Background: an optimization exercise with open tools, aiming at small area. Do not read the settings as production practice.
Only simulation tests tie the RTL to the original design; equivalence was not proved.
Power and IR drop assume default switching activity.

$ cat flow/run.sh
#!/bin/bash
# synth_recipe.tcl (not shown) runs the flow's synth.tcl, then flattens the netlist and writes it again
# the make line also repeats each setting of config.mk as NAME=value (left out here)
make -C /OpenROAD-flow-scripts/flow DESIGN_CONFIG=/design/flow/config.mk WORK_HOME=/design/flow/orfs CLKGATE_MAP_FILE= SYNTH_SCRIPT=/design/flow/synth_recipe.tcl finish
$ cat flow/config.mk
export PLATFORM = sky130hd
export DESIGN_NAME = lif_neuron
export DESIGN_NICKNAME = lif_neuron
export VERILOG_FILES = /design/flow/design.v
export SDC_FILE = /design/flow/constraint.sdc
export NUM_CORES = 4
export LEC_CHECK = 0
export CAP_MARGIN = 20
export CORE_MARGIN = 2
export CORE_UTILIZATION = 40
export SLEW_MARGIN = 20
$ cat flow/constraint.sdc
create_clock -name core_clock -period 14.0 [get_ports {clk}]
set_input_delay 2.8000 -clock core_clock [delete_from_list [all_inputs] [get_ports {clk}]]
set_output_delay 2.8000 -clock core_clock [all_outputs]
set_load 0.01 [all_outputs]
$ cat flow/design.v
module lif_neuron #(
    parameter NEURON_WIDTH = 16,       
    parameter WEIGHT_WIDTH = 8,        
    parameter THRESHOLD_WIDTH = 16,    
    parameter LEAK_WIDTH = 16          
)(
    input  wire                      clk,
    input  wire                      rst,
    input  wire [THRESHOLD_WIDTH-1:0] threshold,       
    input  wire [LEAK_WIDTH-1:0]      leak_rate,       
    input  wire [7:0]                 refractory,      
    input  wire                       leaky_enable,    
    input  wire                       reset_on_spike,  
    input  wire [15:0]                input_neuron_id,  
    input  wire [WEIGHT_WIDTH-1:0]    synapse_weight,   
    input  wire                       spike_in_valid,
    output wire                       spike_in_ready,
    output reg  [15:0]                output_neuron_id,  
    output reg                        spike_out_valid,
    input  wire                       spike_out_ready,
    input  wire [15:0]                neuron_id,
    output wire [NEURON_WIDTH-1:0]    membrane_potential,
    output wire                       in_refractory,
    output wire [7:0]                 refract_counter
);
    reg signed [NEURON_WIDTH-1:0] membrane;         
    reg [7:0] refractory_counter;                    
    reg spike_pending;                               
    wire is_refractory = (refractory_counter > 0);
    wire can_integrate = spike_in_valid && spike_in_ready && !is_refractory;
    wire signed [NEURON_WIDTH-1:0] weight_extended = {
        {(NEURON_WIDTH-WEIGHT_WIDTH){synapse_weight[WEIGHT_WIDTH-1]}}, 
        synapse_weight
    };
    wire signed [NEURON_WIDTH+LEAK_WIDTH-1:0] leak_product = membrane * $signed({1'b0, leak_rate});
    wire signed [NEURON_WIDTH-1:0] leak_value = leak_product[NEURON_WIDTH+LEAK_WIDTH-1:LEAK_WIDTH];
    wire spike_condition = (membrane >= $signed(threshold)) && !is_refractory;
    assign spike_in_ready = !is_refractory && !spike_pending;
    localparam STATE_IDLE = 2'b00;
    localparam STATE_INTEGRATE = 2'b01;
    localparam STATE_SPIKE = 2'b10;
    localparam STATE_REFRACT = 2'b11;
    reg [1:0] state, next_state;
    always @(posedge clk) begin
        if (rst) begin
            state <= STATE_IDLE;
        end else begin
            state <= next_state;
        end
    end
    always @(*) begin
        next_state = state;
        case (state)
            STATE_IDLE: begin
                if (can_integrate)
                    next_state = STATE_INTEGRATE;
                else if (spike_pending)
                    next_state = STATE_SPIKE;
            end
            STATE_INTEGRATE: begin
                if (spike_condition)
                    next_state = STATE_SPIKE;
                else
                    next_state = STATE_IDLE;
            end
            STATE_SPIKE: begin
                if (spike_out_ready)
                    next_state = STATE_REFRACT;
            end
            STATE_REFRACT: begin
                if (refractory_counter == 0)
                    next_state = STATE_IDLE;
            end
        endcase
    end
    always @(posedge clk) begin
        if (rst) begin
            membrane <= 0;
            refractory_counter <= 0;
            spike_pending <= 0;
            spike_out_valid <= 0;
            output_neuron_id <= 0;
        end else begin
            case (state)
                STATE_IDLE: begin
                    if (leaky_enable && !is_refractory) begin
                        membrane <= membrane - leak_value;
                        if (membrane < leak_value)
                            membrane <= 0;
                    end
                end
                STATE_INTEGRATE: begin
                    membrane <= membrane + weight_extended;
                    if (spike_condition) begin
                        spike_pending <= 1;
                        output_neuron_id <= neuron_id;
                    end
                end
                STATE_SPIKE: begin
                    spike_out_valid <= 1;
                    if (spike_out_ready) begin
                        spike_out_valid <= 0;
                        spike_pending <= 0;
                        refractory_counter <= refractory;
                        if (reset_on_spike)
                            membrane <= 0;
                        else
                            membrane <= membrane - $signed(threshold);
                    end
                end
                STATE_REFRACT: begin
                    if (refractory_counter > 0)
                        refractory_counter <= refractory_counter - 1;
                end
            endcase
        end
    end
    assign membrane_potential = membrane;
    assign in_refractory = is_refractory;
    assign refract_counter = refractory_counter;
endmodule
==> impl_metrics.yaml <==
floorplanning:
  ios: 129
  die_w_um: 180.3
  start_util_pct: 40.63
  core_sq_um: 30590
  fp.dieArea_sq_um: 32500
  die_h_um: 180.3
  rows: 64
synthesis:
  yosysWarnings: 1
  syn_inst: 1462
  synth_cell_types: 64
  synthTopCellsByCount: "284 x inv_1, 196 x fa_1, 166 x ha_1"
  netlist.area_leader.share_pct: 31.57
  syn_area_per_cell_sq_um: 8.502
  yosysMostFrequentCell: "inv_1"
  synth-async-reset-ratio_pct: 0
  synth_top_cell_by_area: "fa_1"
  synthFlopType: "dfxtp_1"
  ys_ff_latch: 44
  synth_edf_count: 0
  syn-num-nets: 1910
  seq_area_frac_synth_pct: 7.087
  syn_area_sq_um: 12430
  ys_top_cells_by_area: "fa_1 32%, ha_1 17%, inv_1 8.6%, dfxtp_1 7.1%, and2_1 5.7%"
worst_hold_path:
  whs_path_depth: 2
  hold_path.class: "reg2reg"
place:
  dpl-instance-area_sq_um: 13960
  io_buffers: 112
  gp_congestion: 0.8259
  pre_cts_ws_ns: 2.319
  dp_hpwl_mm: 24.39
clocking:
  clk_pin_slew_ns: 0.06
  ctsResizeCount: 0
  root_buffer: "clkbuf_16"
  cts_tree: "done"
  cts_sinks: 44
  cts_buffers: 5
  cts_setup_buffers: 0
  cts_hold_buf: 0
  worstSkewPairLatency_ns: 0.29
  htreeDepth: 2
  cts_buffer_depth: 2
cells_and_area:
  finalNetCount: 1995
  syn_to_final_growth_pct: 13.45
  final_area_sq_um: 14100
  drive_above_1_share_pct: 3.167
power_and_ir_drop:
  power_density_nw_per_um2: 244.9
  p_comb_share_pct: 91.0
  seqPwrFrac_pct: 5.7
  switchingPower_w: 0.001839
  switching_share_pct: 53.25
  clkPwrFrac_pct: 3.3
  irDropWorstVdd_uv: 219.2
  internal-power_w: 0.001614
  p_leak_nw: 6.822
  p_total_w: 0.003453
global_routing:
  track_usage_pct: 19.42
  grt_pass1_vias: 10450
  grt_max_degree: 33
  globalRoute.totalOverflow: 0
  grt_first_pass_wirelength_mm: 51.80
  antenna_found_initial: 1
critical_path:
  start_kind: "input pin"
  crit_top_cell: "fa_1"
  critPathRequiredTime_ns: 14.19
  ff2ff_path_depth: 30
  crit_path_top_delay_cell: "clkdlybuf4s50_1"
  reg2reg_slack_ns: 5.41
  slowest_delay_ns: 0.88
  critPathKind: "in2reg"
  end_kind: "flop"
  worstPathArrival_ns: 11.60
  cp_max_fo: 16
sta:
  setup_tns_ns: 0
  final.setup.worst_slack_ns: 2.593
  finalMaxSlewViolations: 0
  hold_ws_ns: 0.4928
  slew_headroom_pct: 31.16
  period_share_pct: 81.48
  min_period_ns: 11.41
  timing.fmax_mhz: 87.67
  setup_violations: 0
  rsz0062_at_grt: "false"
  worst_slew_pin_slew_ns: 1.033
  skew_ns: 0.008638
  final_hold_viol_count: 0
routing:
  dr.pass1.iters: 4
  vias: 10022
  via_per_inst: 5.155
  drtAntennaViolNets: 0
  wire_per_inst_um: 15.94
  route.detailed.drc: 0
  wl_mm: 30.99
  first_iter_violations: 467
status:
  status: "finished clean"
flow_run:
  drv_cap: 0
cells in the final DEF, fill, tap and decap left out, types with 12 or more instances in the layout:
| cell | netlist | final |
|---|---|---|
| buf_4 | 2 | 20 |
| fa_1 | 196 | 196 |
| a21oi_1 | 40 | 40 |
| xor2_1 | 17 | 17 |
| nor2_1 | 78 | 78 |
| o22ai_1 | 14 | 14 |
| and2_1 | 113 | 113 |
| o21ai_0 | 31 | 31 |
| dfxtp_1 | 44 | 44 |
| nand3_1 | 15 | 15 |
| nand2_1 | 164 | 164 |
| clkdlybuf4s50_1 | 0 | 112 |
| xnor2_1 | 38 | 38 |
| nor2b_1 | 12 | 12 |
| nand2b_1 | 16 | 16 |
| a21o_1 | 17 | 17 |
| mux2i_1 | 19 | 19 |
| a211oi_1 | 23 | 23 |
| inv_1 | 284 | 284 |
| ha_1 | 166 | 166 |
flip-flops by register name, summed over array words and instances (netlist names):
register and flops:
membrane 16, output_neuron_id 16, refractory_counter 8, state 2, spike_out_valid 1, spike_pending 1
layer usage:
metal  part of all wire (%)  global-route usage (%)  vias to the layer above
met1                     43                   24.62                     4959
met3                    4.6                   3.072                       29
li1                       -                       -                     4808
met5                      0                       0                        -
met4                    1.2                   3.323                        0
met2                     51                   35.21                      226
worst max-delay path, delay by kind of cell:
kind | cells | cell delay [ns]
simple gates | 4 | 1.11
compound gates | 13 | 2.89
buf+inv | 5 | 1.09
xor+xnor | 1 | 0.13
fa+ha+maj | 8 | 3.56
cell families (layout without fill, tap and decap cells):
kind of cell | after synthesis | count (layout) | share of synthesized area (%)
muxes | 20 | 20 | 1.621
and+or+nand+nor | 444 | 444 | 17.51
AOI/OAI and AO/OA | 197 | 197 | 11.10
DFF | 44 | 44 | 7.087
buffers and inverters | 340 | 425 | 10.53
xor gates and xnor gates | 55 | 55 | 3.876
other | 0 | 1 | 0
adders and majority gates | 362 | 362 | 48.28
power by group through the flow:
| stage | clock [W] | sequential, W | combinational (W) |
|---|---|---|---|
| global route | 0.000123 | 0.000202 | 0.00360 |
| global placement | 0 | 0.000199 | 0.00311 |
| CTS | 0.000118 | 0.000197 | 0.00318 |
| detailed placement | 0 | 0.000199 | 0.00315 |
| finish | 0.000115 | 0.000197 | 0.00314 |
| floorplan | 0 | 0.000205 | 0.00242 |
metrics by stage:
step                util (%)  cells
floorplan                  -   1462
global placement       45.64   1936
detailed placement     45.64   1936
CTS                    46.09   1943
global route           46.09   1943
finish                 46.10   1944
path summary, 6_finish.rpt:
| kind | to | startpoint |
|---|---|---|
| hold / removal | output_neuron_id[6] | output_neuron_id[6] |
| hold reg to reg | output_neuron_id[6] | output_neuron_id[6] |
| setup reg to reg | membrane[7] | membrane[1] |
| setup / recovery | membrane[7] | leak_rate[7] |
layout make-up:
class | count | area, sq um
Fill cell | 3048 | 16490
Sequential cell | 44 | 880.8
Multi-Input combinational cell | 1078 | 10240
Tap cell | 396 | 495.5
Clock inverter | 2 | 12.51
Timing Repair Buffer | 132 | 1271
Antenna cell | 1 | 2.502
Inverter | 286 | 1074
Clock buffer | 5 | 125.1

separate check: timing with driven ports:
How much do the figures lean on ideal ports? The routed layout below was timed once more, with nothing changed but the port constraints. Step 1 assumes that a clkbuf_16 drives the clock port and a buf_2 every other input. Step 2 also shifts input and output timing later by t, the mid clock arrival at the registers, as if the neighbouring blocks saw the same clock. Three values: no drivers, after step 1, after step 2; two values: the first two.
t, ns: 0.322
setup WS [ns]: 2.593 / 2.606 / 2.284
worst register clock-pin slew, ns: 0.07 / 0.07
worst slew at a driven data input, ns: 0.05
After both steps this run still meets setup and hold. For this run, drivers alone change the setup slack by +0.013 ns; drivers and shift together by -0.309 ns.
